This design comes from an exercise in tuning for small area, a short achievable clock period and few clock cycles on the open sky130 flow, not from production work. Function was checked by simulation only, so behaviour that the tests miss may differ from the original. Power is estimated from default activity; no workload was simulated.

==> flow/design.v <==
/*verilator lint_off DECLFILENAME*/
module CPU (
    input             Clk,
    input             Reset,
    input      [31:0] Input_Data,
    output     [31:0] Address,
    output     [31:0] Output_Data,
    output     [ 3:0] Write_Enable
);
  wire        fetch_phase;
  wire        decode_phase;
  wire        execute_phase;
  wire        state_advance;
  reg  [ 1:0] fsm_instruction_state;
  wire        branch_taken;
  wire        signed_comparator;
  wire        unsigned_comparator;
  wire        equality_comparator;
  reg         combined_comparator;
  wire [31:0] branch_address;
  reg  [31:0] program_counter_r;
  reg  [31:0] fetch_data_r;
  wire [11:0] i_immediate;
  wire [11:0] s_immediate;
  wire [12:0] b_immediate;
  wire [20:0] j_immediate;
  reg  [31:0] immediate_r;
  wire [ 3:0] immediate_s;
  reg  [ 4:0] opcode_rs1_r;
  reg  [ 4:0] opcode_rs2_r;
  reg  [ 4:0] opcode_rd_r;
  reg  [ 2:0] funct3_r;
  reg  [ 6:0] funct7_r;
  wire        format_r;
  wire        format_i;
  wire        format_s;
  wire        format_b;
  wire        format_u;
  wire        format_j;
  wire        jarl;
  wire        auipc;
  wire        valid_funct7;
  reg  [31:0] r_regs [1:31];
  wire        r_write;
  wire [31:0] rd_data;
  wire [31:0] rs1_data;
  wire [31:0] rs2_data;
  reg  [31:0] alu_output;
  wire [31:0] alu_input;
  wire        alu_op;
  wire        alu_sub;
  wire [31:0] alu_add;
  wire [31:0] alu_xor;
  wire [31:0] alu_or;
  wire [31:0] alu_and;
  wire [31:0] alu_slti;
  wire [31:0] alu_sltiu;
  wire        shift_op;
  wire        shift_done;
  wire [ 1:0] shift_type;
  reg  [ 4:0] shift_amount_r;
  reg  [31:0] shifted_data;
  reg         shift_right_r;
  reg         shift_arythmetic_r;
  reg  [31:0] shift_output_r;
  reg         shift_fetch_r;
  wire        memory_load;
  wire        memory_store;
  wire        memory_access;
  wire [31:0] access_address;
  wire [ 1:0] access_offset;
  wire        ovb_access;
  reg  [ 3:0] access_width;
  wire        ovb_access_phase;
  reg         ovb_access_phase_done_r;
  wire [ 7:0] store_write_enable;
  wire [31:0] internal_store_data;
  wire [ 3:0] internal_write_enable;
  reg  [31:0] load_reg_r;
  wire [31:0] internal_load_data;
  wire [ 7:0] mux_load_data_3;
  wire [ 7:0] mux_load_data_2;
  wire [ 7:0] mux_load_data_1;
  wire [ 7:0] mux_load_data_0;
  wire [ 7:0] masked_load_data_3;
  wire [ 7:0] masked_load_data_2;
  wire [ 7:0] masked_load_data_1;
  wire [ 7:0] masked_load_data_0;
  wire [31:0] extended_load_data;
  wire [ 7:0] ext_byte;
  wire [ 7:0] ext_half;
  wire [31:0] internal_address;
  wire [ 2:0] ovb_offset;
  always @(posedge Clk) begin
    if (Reset) begin
      fsm_instruction_state <= 2'b00;
    end else if (state_advance) begin
      case (fsm_instruction_state)
        2'b00:   fsm_instruction_state <= 2'b01;
        2'b01:   fsm_instruction_state <= 2'b10;
        default: fsm_instruction_state <= 2'b00;
      endcase
    end
  end
  assign fetch_phase   = (fsm_instruction_state == 2'b00);
  assign decode_phase  = (fsm_instruction_state == 2'b01);
  assign execute_phase = (fsm_instruction_state == 2'b10);
  assign state_advance = shift_done & ~shift_fetch_r &
                         (~ovb_access_phase | ovb_access_phase_done_r);
  always @(posedge Clk) begin
    if (Reset) begin
      program_counter_r <= 32'h00000000;
    end else if (fetch_phase) begin
      program_counter_r <= program_counter_r + 32'h00000004;
    end else if (execute_phase & branch_taken & format_b) begin
      program_counter_r <= branch_address;
    end else if (execute_phase & format_j) begin
      program_counter_r <= branch_address;
    end else if (execute_phase & jarl) begin
      program_counter_r <= alu_output;
    end
  end
  assign branch_address = program_counter_r + immediate_r - 32'h00000004;
  assign signed_comparator   = ($signed(rs1_data) < $signed(rs2_data));
  assign unsigned_comparator = (rs1_data < rs2_data);
  assign equality_comparator = (rs1_data == rs2_data);
  always @(*) begin
    case (funct3_r[2:1])
      2'b11:   combined_comparator = unsigned_comparator;
      2'b10:   combined_comparator = signed_comparator;
      default: combined_comparator = equality_comparator;
    endcase
  end
  assign branch_taken = combined_comparator ^ funct3_r[0];
  always @(posedge Clk) begin
    if (Reset) begin
      fetch_data_r <= 32'h00000000;
    end else if (fetch_phase) begin
      fetch_data_r <= Input_Data;
    end
  end
  always @(posedge Clk) begin
    if (Reset) begin
      opcode_rs1_r <= 5'b00000;
      opcode_rs2_r <= 5'b00000;
      opcode_rd_r  <= 5'b00000;
      funct3_r     <= 3'b000;
      funct7_r     <= 7'b0000000;
      immediate_r  <= 32'h00000000;
    end else if (decode_phase) begin
      opcode_rd_r  <= fetch_data_r[11:7];
      opcode_rs1_r <= fetch_data_r[19:15];
      opcode_rs2_r <= fetch_data_r[24:20];
      funct3_r     <= fetch_data_r[14:12];
      funct7_r     <= fetch_data_r[31:25];
      case (immediate_s)
        4'b1000: immediate_r <= {{20{i_immediate[11]}}, i_immediate};
        4'b0100: immediate_r <= {{20{s_immediate[11]}}, s_immediate};
        4'b0010: immediate_r <= {{19{b_immediate[12]}}, b_immediate};
        4'b0001: immediate_r <= {{11{j_immediate[20]}}, j_immediate};
        default: immediate_r <= {fetch_data_r[31:12], 12'h000};
      endcase
    end
  end
  assign i_immediate = fetch_data_r[31:20];
  assign s_immediate = {fetch_data_r[31:25], fetch_data_r[11:7]};
  assign b_immediate = {fetch_data_r[31], fetch_data_r[7],
                        fetch_data_r[30:25], fetch_data_r[11:8], 1'b0};
  assign j_immediate = {fetch_data_r[31], fetch_data_r[19:12],
                        fetch_data_r[20], fetch_data_r[30:25],
                        fetch_data_r[24:21], 1'b0};
  assign immediate_s = {format_i, format_s, format_b, format_j};
  assign format_r = (fetch_data_r[6:0] == 7'b0110011);
  assign format_i = (fetch_data_r[6:0] == 7'b0000011) |
                    (fetch_data_r[6:0] == 7'b0010011) | jarl;
  assign format_s = (fetch_data_r[6:0] == 7'b0100011);
  assign format_b = (fetch_data_r[6:0] == 7'b1100011);
  assign format_u = (fetch_data_r[6:0] == 7'b0010111) |
                    (fetch_data_r[6:0] == 7'b0110111);
  assign format_j = (fetch_data_r[6:0] == 7'b1101111);
  assign jarl  = (fetch_data_r[6:0] == 7'b1100111);
  assign auipc = (fetch_data_r[6:0] == 7'b0010111);
  assign valid_funct7 = (funct7_r == 7'b0000000) | (funct7_r == 7'b0100000);
  always @(posedge Clk) begin
    if (r_write && opcode_rd_r != 5'b00000)
      r_regs[opcode_rd_r] <= rd_data;
  end
  assign rs1_data = (opcode_rs1_r == 5'd0) ? 32'h00000000 : r_regs[opcode_rs1_r];
  assign rs2_data = (opcode_rs2_r == 5'd0) ? 32'h00000000 : r_regs[opcode_rs2_r];
  assign r_write = (opcode_rd_r != 5'b00000 && execute_phase) &
                   ((((format_i | (format_r & valid_funct7)) & shift_done &
                      ~shift_fetch_r)) |
                    (format_u | format_j | jarl | auipc | memory_load)) &
                   (~ovb_access_phase | ovb_access_phase_done_r);
  assign rd_data = auipc            ? branch_address :
                   memory_load      ? extended_load_data :
                   format_u         ? immediate_r :
                   (format_j | jarl) ? program_counter_r :
                   alu_op           ? alu_output : shift_output_r;
  assign alu_sub   = funct7_r[5] & format_r;
  assign alu_add   = alu_sub ? (rs1_data - alu_input) : (rs1_data + alu_input);
  assign alu_xor   = rs1_data ^ alu_input;
  assign alu_and   = rs1_data & alu_input;
  assign alu_or    = rs1_data | alu_input;
  assign alu_slti  = {31'd0, ($signed(rs1_data) < $signed(alu_input))};
  assign alu_sltiu = {31'd0, (rs1_data < alu_input)};
  always @(*) begin
    case (funct3_r)
      3'b000:  alu_output = alu_add;
      3'b010:  alu_output = alu_slti;
      3'b011:  alu_output = alu_sltiu;
      3'b100:  alu_output = alu_xor;
      3'b110:  alu_output = alu_or;
      3'b111:  alu_output = alu_and;
      default: alu_output = 32'h00000000;
    endcase
  end
  assign alu_op    = (funct3_r[1:0] != 2'b01);
  assign alu_input = (format_i | jarl) ? immediate_r : rs2_data;
  always @(posedge Clk) begin
    if (Reset) begin
      shift_amount_r     <= 5'b00000;
      shift_right_r      <= 1'b0;
      shift_arythmetic_r <= 1'b0;
      shift_output_r     <= 32'h00000000;
      shift_fetch_r      <= 1'b0;
    end else if (shift_op & decode_phase) begin
      shift_right_r      <= fetch_data_r[14];
      shift_arythmetic_r <= fetch_data_r[30];
      shift_fetch_r      <= 1'b1;
    end else if (shift_op & execute_phase) begin
      if (shift_fetch_r) begin
        shift_fetch_r  <= 1'b0;
        shift_output_r <= rs1_data;
        shift_amount_r <= alu_input[4:0];
      end else begin
        if (!shift_done)
          shift_amount_r <= shift_amount_r - 5'd1;
        shift_output_r <= shifted_data;
      end
    end
  end
  assign shift_op   = ~fetch_data_r[13] & fetch_data_r[12] & fetch_data_r[4] &
                      (format_i | format_r);
  assign shift_done = (shift_amount_r == 5'b00000);
  assign shift_type = {shift_right_r, shift_arythmetic_r};
  always @(*) begin
    case (shift_type)
      2'b10:   shifted_data = {1'b0, shift_output_r[31:1]};                
      2'b11:   shifted_data = {shift_output_r[31], shift_output_r[31:1]};  
      default: shifted_data = {shift_output_r[30:0], 1'b0};                
    endcase
  end
  assign access_address = rs1_data + immediate_r;
  assign access_offset  = access_address[1:0];
  assign memory_load    = execute_phase & (fetch_data_r[6:0] == 7'b0000011);
  assign memory_store   = execute_phase & format_s;
  assign memory_access  = memory_store | memory_load;
  assign ovb_access = (funct3_r[1:0] == 2'b10) ? (access_address[0] | access_address[1]) :
                      (funct3_r[1:0] == 2'b01) ? (access_address[0] & access_address[1]) :
                      1'b0;
  always @(*) begin
    case (funct3_r[1:0])
      2'b00:   access_width = 4'h1;
      2'b01:   access_width = 4'h3;
      2'b10:   access_width = 4'hf;
      default: access_width = 4'h0;
    endcase
  end
  assign ovb_access_phase = memory_access & ovb_access;
  always @(posedge Clk) begin
    if (Reset)
      ovb_access_phase_done_r <= 1'b0;
    else
      ovb_access_phase_done_r <= ovb_access_phase;
  end
  assign store_write_enable =
      (access_offset == 2'b11) ? {1'b0,    access_width, 3'b000} :
      (access_offset == 2'b10) ? {2'b00,   access_width, 2'b00 } :
      (access_offset == 2'b01) ? {3'b000,  access_width, 1'b0  } :
                                 {4'b0000, access_width        };
  assign internal_store_data =
      (access_offset == 2'b11) ? {rs2_data[ 7: 0], rs2_data[31:24], rs2_data[23:16], rs2_data[15: 8]} :
      (access_offset == 2'b10) ? {rs2_data[15: 8], rs2_data[ 7: 0], rs2_data[31:24], rs2_data[23:16]} :
      (access_offset == 2'b01) ? {rs2_data[23:16], rs2_data[15: 8], rs2_data[ 7: 0], rs2_data[31:24]} :
                                 {rs2_data[31:24], rs2_data[23:16], rs2_data[15: 8], rs2_data[ 7: 0]};
  assign internal_write_enable = ovb_access_phase_done_r ? store_write_enable[7:4] :
                                                           store_write_enable[3:0];
  always @(posedge Clk) begin
    if (Reset)
      load_reg_r <= 32'h00000000;
    else if (!ovb_access_phase_done_r)
      load_reg_r <= internal_load_data;
  end
  assign internal_load_data =
      (access_offset == 2'b11) ? {Input_Data[23:16], Input_Data[15: 8], Input_Data[ 7: 0], Input_Data[31:24]} :
      (access_offset == 2'b10) ? {Input_Data[15: 8], Input_Data[ 7: 0], Input_Data[31:24], Input_Data[23:16]} :
      (access_offset == 2'b01) ? {Input_Data[ 7: 0], Input_Data[31:24], Input_Data[23:16], Input_Data[15: 8]} :
                                 {Input_Data[31:24], Input_Data[23:16], Input_Data[15: 8], Input_Data[ 7: 0]};
  assign mux_load_data_3 = (store_write_enable[0] & ovb_access) ? load_reg_r[31:24] : internal_load_data[31:24];
  assign mux_load_data_2 = (store_write_enable[1] & ovb_access) ? load_reg_r[23:16] : internal_load_data[23:16];
  assign mux_load_data_1 = (store_write_enable[2] & ovb_access) ? load_reg_r[15: 8] : internal_load_data[15: 8];
  assign mux_load_data_0 = (store_write_enable[3] & ovb_access) ? load_reg_r[ 7: 0] : internal_load_data[ 7: 0];
  assign masked_load_data_3 = access_width[3] ? mux_load_data_3 : 8'h00;
  assign masked_load_data_2 = access_width[2] ? mux_load_data_2 : 8'h00;
  assign masked_load_data_1 = access_width[1] ? mux_load_data_1 : 8'h00;
  assign masked_load_data_0 = access_width[0] ? mux_load_data_0 : 8'h00;
  assign ext_byte = (funct3_r == 3'b000 && internal_load_data[7]) ? 8'hff : 8'h00;
  assign ext_half = ((funct3_r == 3'b001 && internal_load_data[15]) || ext_byte[0]) ? 8'hff : 8'h00;
  assign extended_load_data = {masked_load_data_3 | ext_half,
                               masked_load_data_2 | ext_half,
                               masked_load_data_1 | ext_byte,
                               masked_load_data_0};
  assign ovb_offset = {ovb_access_phase_done_r, 2'b00};
  assign internal_address = memory_access ? (access_address + {29'd0, ovb_offset})
                                          : program_counter_r;
  assign Address      = internal_address;
  assign Output_Data  = (memory_access & format_s) ? internal_store_data : 32'h00000000;
  assign Write_Enable = (memory_access & format_s) ? internal_write_enable : 4'b0000;
endmodule
==> flow/run.sh <==
#!/bin/bash
# synth_recipe.tcl (not shown) runs the flow's synth.tcl, then flattens the netlist and writes it again
# the make line also repeats each setting of config.mk as NAME=value (left out here)
make -C /OpenROAD-flow-scripts/flow DESIGN_CONFIG=/design/flow/config.mk WORK_HOME=/design/flow/orfs CLKGATE_MAP_FILE= SYNTH_SCRIPT=/design/flow/synth_recipe.tcl finish
==> flow/config.mk <==
export PLATFORM = sky130hd
export DESIGN_NAME = CPU
export DESIGN_NICKNAME = CPU
export VERILOG_FILES = /design/flow/design.v
export SDC_FILE = /design/flow/constraint.sdc
export NUM_CORES = 4
export LEC_CHECK = 0
export CAP_MARGIN = 20
export CORE_MARGIN = 2
export CORE_UTILIZATION = 40
export SLEW_MARGIN = 20
==> flow/constraint.sdc <==
create_clock -name core_clock -period 15.0 [get_ports {Clk}]
set_input_delay 3.0000 -clock core_clock [delete_from_list [all_inputs] [get_ports {Clk}]]
set_output_delay 3.0000 -clock core_clock [all_outputs]
set_load 0.01 [all_outputs]
==> run summary <==
worst min-delay path by stage:
stage | end | slack, ps | cells past startpoint
floorplan | funct7_r[4] | 430 | 2
global placement | funct7_r[4] | 440 | 2
detailed placement | fetch_data_r[0] | 450 | 2
CTS | funct7_r[0] | 460 | 2
global route | fetch_data_r[1] | 470 | 2
finish | funct7_r[1] | 460 | 2
flip-flops by register name, indices dropped and copies added (netlist names), named ones only:
register	count
fetch_data_r	32
funct7_r	7
fsm_instruction_state	2
immediate_r	31
shift_output_r	32
shift_amount_r	5
shift_arythmetic_r	1
shift_fetch_r	1
program_counter_r	32
funct3_r	3
opcode_rs1_r	5
shift_right_r	1
load_reg_r	24
r_regs	992
opcode_rs2_r	5
ovb_access_phase_done_r	1
opcode_rd_r	5
layout by cell type (no fill, tap or decap), types with 81 or more instances in the layout:
master           synthesis  final
clkdlybuf4s50_1          0    100
mux2i_1                178    178
ha_1                   231    230
clkbuf_16                0    121
o21ai_0                172    168
nand2_1                393    392
dfxtp_1                197    184
inv_1                  274    273
edfxtp_1               992    992
mux4_2                 591    591
nor2_1                 447    420
nor3_1                  92     81
a211oi_1               130    125
a21oi_1                455    446
buf_4                    0    157
worst register-to-register path: stages (launching register included):
cell and delay [ps]:
dfxtp_4 350, buf_12 450, buf_4 1000, buf_4 900, mux4_2 440, mux4_2 470, mux2i_1 140, nor2_1 60
buf_4 210, a21o_1 210, ha_1 460, nand3_1 120, o2111ai_1 380, a41oi_1 430, o31ai_1 680, a41o_1 420
and3_1 200, a31oi_1 50, xnor2_1 180, o22ai_1 570, mux2i_1 390, o31ai_4 270, buf_4 390
layer usage:
layer	GRT usage [%]	vias to the layer above	share of wire, %
li1	-	21300	-
met5	0	-	0.021
met2	46.1	2770	46
met1	37.9	25900	39
met4	16.3	8	6.5
met3	4.43	626	8.6
report_power, final:
part | switching [mW] | internal (mW)
Sequential | 0.0764 | 3.77
Combinational | 1.34 | 0.665
Clock | 1.34 | 1.76
Total | 2.76 | 6.19
through the flow:
stage	instance area [um2]	power, mW	setup slack (ps)	hold slack [ps]	utilization, %
5_1_grt	77300	9.23	2850	473	45.1
3_3_place_gp	73300	5.85	4050	438	42.7
6_report	77300	8.95	3380	456	45.1
2_1_floorplan	69100	5.10	5740	431	-
3_5_place_dp	73300	5.87	4100	448	42.7
4_1_cts	77300	8.94	3250	457	45.1
layout make-up:
| cell class | instances | share of cell area (%) |
|---|---|---|
| clock buffers | 145 | 4.08 |
| well taps | 2310 | 3.74 |
| multi-input cells | 3605 | 43.1 |
| diodes | 2 | 0.00647 |
| inverters | 276 | 1.34 |
| repair buffers | 264 | 2.99 |
| flip-flops and latches | 1189 | 43.7 |
| clock inverters | 83 | 1.12 |
kinds of logic (layout without fill, tap and decap cells):
logic type	count (synthesis)	in the layout	share of synthesized area [%]
other	0	2	0
xor gates and xnor gates	108	108	1.41
adders and majority gates	235	235	4.30
DFF	1189	1189	48.8
buffers and inverters	677	768	3.78
AOI/OAI and AO/OA	1164	1164	10.6
and+or+nand+nor	1276	1276	8.43
muxes	822	822	22.7
==> run summary <==
Most used DFF post-synth -> edfxtp_1
Clk sink count -> 1189
Post-route insts no fill -> 7874
Yosys warnings -> 1
Detailed Routing Iterations Pass 1 -> 8
CORE AREA -> 172000 um2
Crit path launch type -> flip-flop
Final layout net count -> 5726
P_leak -> 25.6 nW
1st-iter DRT viols -> 6718
Ordered list of cells on the worst path -> buf_4, mux4_2, mux4_2, mux2i_1, nor2_1, ha_4, fa_4, a211oi_2, o211ai_2, a311o_1, a21o_1, xor2_2, nor4b_4, or4b_4, nor4_4, nand3_1, xor2_1, o21ai_1, clkdlybuf4s50_1
First-pass GRT wire length -> 362 mm
Yosys reg bits -> 1189
Setup crit end -> Address[27]
Biggest area consumer among synthesized cells -> edfxtp_1
Most frequent cell after synthesis -> edfxtp_1
Crit end category -> output pin
Syn Inst Count -> 5471
PostCTS Resize Cnt -> 0
Crit path arrival time -> 8620 ps
GP Congestion -> 1.03
Slew Limit Fails -> 0
Routed len/inst -> 32.9 um
Max-cap viol count -> 0
Root Driver -> clkbuf_16
Fillers -> 15400
Final setup viols -> 0
CTS Buf Count -> 121
Max VDD drop -> 0.0992 mV
Sequential cell area -> 33800 um2
DRC viols -> 0
Vias in the first global route -> 48000
Post-DP HPWL -> 170 mm
Postcts setup bufs -> 0
Via count -> 50600
Placed cell count -> 7644
Final Hold Fails -> 0
Die area -> 176000 um2
Crit Reg-Reg Endpoint -> r_regs[22][20]
Status -> finished clean
Fmax -> 0.0861 GHz
Largest net degree at the start of global routing -> 140
Setup TNS -> 0 ps
CP peak stage delay -> 950 ps
Critical path class -> flip-flop to output pin
Total Routing Usage GR -> 29.0%
Synth async-reset ratio -> 0%
Clock Pin Slew Worst Setup and Hold Paths -> 60 ps
I/O pin cnt -> 102
Area grow syn2layout -> 11.9%
CTS max path bufs -> 3
PortBufs -> 101
Worst EP required -> 12000 ps
Mapped Nets -> 5740
Synth Cell Area -> 69100 um2
Largest cells by area after synthesis -> edfxtp_1, mux4_2, dfxtp_1, ha_1, a21oi_1
Skew final -> 38.0 ps
Routed Antenna Nets -> 0
H-tree depth -> 3
Antenna violations before repair -> 5
Critical path fanouts, max -> 61
Routed vias/inst -> 6.43
EDFF count, synth -> 992
Worst skew pair latency -> 770 ps
Crit share post-route -> 77.4%
Top post-synthesis cells by count -> edfxtp_1, mux4_2, a21oi_1
Tightest Pin Transition -> 1160 ps
Min cycle time layout -> 11620 ps
Largest delay contributor family on the critical path -> simple AND/OR/NAND/NOR gates
Hold Crit Class -> flip-flop to flip-flop
Hold path startpoint -> funct7_r[1]
P per Cell Area -> 116 nW/um2
Slew headroom -> 22.2%
Cts hold-fix bufs -> 0
Top cell by count, worst path -> mux4_2
Worst R2R Setup Slack -> 5900 ps
Syn avg cell area -> 12.6 um2
Crit path depth -> 19
Critical path buffers and inverters -> 2
Worst path slowest cell -> dfxtp_4
Distinct cells, synth -> 103
Fraction of layout cells with a size suffix above 1 -> 20.1%
Global route overflow -> 0
Area of the multi-input gates -> 33300 um2
TritonCTS clock tree -> yes
Synth top area share -> 43.1%
Die Y -> 420 um
Worst R2R Path Depth -> 22
WL final -> 259 mm
Die Wd -> 420 um
RSZ-0062 raised after global routing -> false
Starting Density -> 40.3%
Sequential fraction of the synthesis area -> 48.8%
Row count -> 152
Testbench counts, summed over its fixed seeds: cycles 393,809.

## re-timing with driven ports
No port has a modelled driver above. Below, the same layout with a new extraction and two added sets of constraints.
Step 1 (the two cells are an assumption about what drives the block):
set clk [get_ports {Clk}]
set_driving_cell -lib_cell sky130_fd_sc_hd__clkbuf_16 $clk
set_driving_cell -lib_cell sky130_fd_sc_hd__buf_2 [delete_from_list [all_inputs] $clk]
Step 2 also shifts input and output timing later by t, the mid clock arrival at the registers, as if the neighbouring blocks saw the same clock.
a / b / c = no drivers / after step 1 / after step 2; a / b = the first two.
t, ns: 0.826
slack for setup (ns): 3.383 / 3.305 / 4.131
worst setup path at the end: register to output
latest minus earliest clock arrival (ns): 0.038 / 0.038
After both steps setup and hold are still met in this run. For this run, drivers alone change the setup slack by -0.078 ns; drivers and shift together by +0.748 ns.
